This is an optimization exercise on Yosys and OpenROAD, whose aim is small area and a short achievable clock period, not a production implementation.
Function was checked by simulation only, so behaviour that the tests miss may differ from the original.

Design sh4a_mac, start of the top module:
module sh4a_mac(
    input clk,
    input [31:0] mul_src1,
    input [31:0] mul_src2,
    input [63:0] add_src1,
    input [63:0] add_src2,
    output [63:0] result
);
wire one0 = mul_src2[0] ^ 1'b0;
wire two1 = (mul_src2[0] & 1'b0 & ~mul_src2[1]) | (~mul_src2[0] & ~1'b0 & mul_src2[1]);
wire neg2 = mul_src2[1];
wire pp3 = (((one0 & mul_src1[0])) ^ neg2);
wire pp4 = (((one0 & mul_src1[1]) | (two1 & mul_src1[0])) ^ neg2);
wire pp5 = (((one0 & mul_src1[2]) | (two1 & mul_src1[1])) ^ neg2);
wire pp6 = (((one0 & mul_src1[3]) | (two1 & mul_src1[2])) ^ neg2);
wire pp7 = (((one0 & mul_src1[4]) | (two1 & mul_src1[3])) ^ neg2);
wire pp8 = (((one0 & mul_src1[5]) | (two1 & mul_src1[4])) ^ neg2);
wire pp9 = (((one0 & mul_src1[6]) | (two1 & mul_src1[5])) ^ neg2);
wire pp10 = (((one0 & mul_src1[7]) | (two1 & mul_src1[6])) ^ neg2);
wire pp11 = (((one0 & mul_src1[8]) | (two1 & mul_src1[7])) ^ neg2);
wire pp12 = (((one0 & mul_src1[9]) | (two1 & mul_src1[8])) ^ neg2);
wire pp13 = (((one0 & mul_src1[10]) | (two1 & mul_src1[9])) ^ neg2);
wire pp14 = (((one0 & mul_src1[11]) | (two1 & mul_src1[10])) ^ neg2);
wire pp15 = (((one0 & mul_src1[12]) | (two1 & mul_src1[11])) ^ neg2);
wire pp16 = (((one0 & mul_src1[13]) | (two1 & mul_src1[12])) ^ neg2);
wire pp17 = (((one0 & mul_src1[14]) | (two1 & mul_src1[13])) ^ neg2);
wire pp18 = (((one0 & mul_src1[15]) | (two1 & mul_src1[14])) ^ neg2);
wire pp19 = (((one0 & mul_src1[16]) | (two1 & mul_src1[15])) ^ neg2);
wire pp20 = (((one0 & mul_src1[17]) | (two1 & mul_src1[16])) ^ neg2);
wire pp21 = (((one0 & mul_src1[18]) | (two1 & mul_src1[17])) ^ neg2);
wire pp22 = (((one0 & mul_src1[19]) | (two1 & mul_src1[18])) ^ neg2);
wire pp23 = (((one0 & mul_src1[20]) | (two1 & mul_src1[19])) ^ neg2);
  ...
For scale: ~350 flip-flops, roughly 260 I/O pins.
==> flow/config.mk <==
export PLATFORM = sky130hd
export DESIGN_NAME = sh4a_mac
export DESIGN_NICKNAME = sh4a_mac
export VERILOG_FILES = /design/flow/design.v
export SDC_FILE = /design/flow/constraint.sdc
export NUM_CORES = 4
export LEC_CHECK = 0
export CAP_MARGIN = 20
export CORE_MARGIN = 2
export CORE_UTILIZATION = 40
export SLEW_MARGIN = 20
==> flow/constraint.sdc <==
create_clock -name core_clock -period 9.5 [get_ports {clk}]
set_input_delay 1.9000 -clock core_clock [delete_from_list [all_inputs] [get_ports {clk}]]
set_output_delay 1.9000 -clock core_clock [all_outputs]
set_load 0.01 [all_outputs]
standard.sh (not shown) runs the stock make flow with config.mk's settings and CLKGATE_MAP_FILE= SYNTH_SCRIPT=/design/flow/synth_recipe.tcl, a recipe that flattens the netlist after the stock synthesis.
==> flow/flow/run.sh <==
#!/bin/bash
# The standard ORFS layout (the standard.sh) with these settings changed:
#  - SYNTH_ARGS=-noabc: skip the ABC pass inside Yosys's generic synth script, so
#    the full-adder extraction that follows sees the carry-save tree with clean
#    polarities (otherwise it adds hundreds of inverters around the adder cells);
#    the registers and the final technology mapping are unchanged.
#  - SETUP_SLACK_MARGIN=5: repair timing against a tighter target.
#  - port buffers are plain buf_1 cells (every port still gets its own buffer).
#  - a denser floorplan (CORE_UTILIZATION 65, PLACE_DENSITY 0.76).
set -euo pipefail
bash standard.sh SYNTH_ARGS=-noabc SETUP_SLACK_MARGIN=5 \
  "BUFFER_PORTS_ARGS=-buffer_cell sky130_fd_sc_hd__buf_1" \
  CORE_UTILIZATION=65 PLACE_DENSITY=0.76 finish > standard.log 2>&1
The first run went through all stages and came out clean.
Edit:
--- a/flow/flow/run.sh
+++ b/flow/flow/run.sh
@@ -6,3 +6,3 @@
 #    the registers and the final technology mapping are unchanged.
-#  - SETUP_SLACK_MARGIN=5: repair timing against a tighter target.
+#  - SETUP_SLACK_MARGIN=4.9: repair timing against a tighter target.
 #  - port buffers are plain buf_1 cells (every port still gets its own buffer).
@@ -10,3 +10,3 @@
 set -euo pipefail
-bash standard.sh SYNTH_ARGS=-noabc SETUP_SLACK_MARGIN=5 \
+bash standard.sh SYNTH_ARGS=-noabc SETUP_SLACK_MARGIN=4.9 \
   "BUFFER_PORTS_ARGS=-buffer_cell sky130_fd_sc_hd__buf_1" \
Count of clock-buffer cells in the layout came out higher by 10.
Global-route usage decreases by 0.16 points.
Via count goes down by about 1.1%.


Another version of the RTL of sh4a_mac (not shown whole).
For scale: about 410 flip-flops, roughly 260 I/O pins, about 37000 um^2 of cells after synthesis.
Settings: LEC_CHECK=0, CAP_MARGIN=20, CORE_MARGIN=2, CORE_UTILIZATION=40, SETUP_SLACK_MARGIN=5, SLEW_MARGIN=20; clock period 9.5 ns.
run.sh (not shown) runs the stock make flow with config.mk's settings and CLKGATE_MAP_FILE= SYNTH_SCRIPT=/design/flow/synth_recipe.tcl, a recipe that flattens the netlist after the stock synthesis.
Stock flow here: none of the scripts above is used.
Then changed:
==> flow/flow/run.sh (new file) <==
#!/bin/bash
# Standard ORFS layout, with Yosys's pre-mapping ABC pass skipped (so the
# full-adder extraction sees clean polarities) and a tighter repair target.
set -euo pipefail
bash standard.sh SYNTH_ARGS=-noabc SETUP_SLACK_MARGIN=5 finish > standard.log 2>&1
==> flow/standard.sh (new file) <==
#!/bin/bash
# synth_recipe.tcl (not shown) runs the flow's synth.tcl, then flattens the netlist and writes it again
# the make line also repeats each setting of config.mk as NAME=value (left out here)
make -C /OpenROAD-flow-scripts/flow DESIGN_CONFIG=/design/flow/config.mk WORK_HOME=/design/flow/orfs CLKGATE_MAP_FILE= SYNTH_SCRIPT=/design/flow/synth_recipe.tcl "${@:-finish}"
SETUP_SLACK_MARGIN = unset   (was 5)
removed: flow/run.sh
Effect: Setup slack is worse by 0.15 ns; via count is lower by 8.4%; die area is lower by 4.7%.

afterwards: timing with drivers on the ports:
Ports are ideal in the flow. The routed layouts listed here were re-timed in OpenROAD.
Step 1 sets driving cells, clkbuf_16 on the clock port and buf_2 on the other inputs (assumed; they add their load-dependent delay and slew).
Step 2 adds t to the input delays and takes it off the output delays; t is the mean of the earliest and latest rising clock arrival at the registers after step 1. Input paths then give back, and output paths get back, about the clock's delay inside the block.
Slacks: ideal / step 1 / step 2; pairs: ideal / step 1.
run	t (ns)	setup WS [ns]	worst setup path after step 2	slew at the worst register clock pin (ns)
the first run of note 1	0.673	4.914 / 4.933 / 4.260	input to register	0.08 / 0.08
the second run of note 1	0.648	4.853 / 4.889 / 4.241	input to register	0.07 / 0.07
the first run of note 2	0.688	4.798 / 4.798 / 4.358	input to register	0.07 / 0.07
the second run of note 2	0.677	4.648 / 4.648 / 4.383	input to register	0.07 / 0.07
After both steps setup and hold are still met in every run listed. The setup slack of the first run of note 1, which loses most, moves by +0.019 ns with the drivers and by -0.654 ns with both steps.
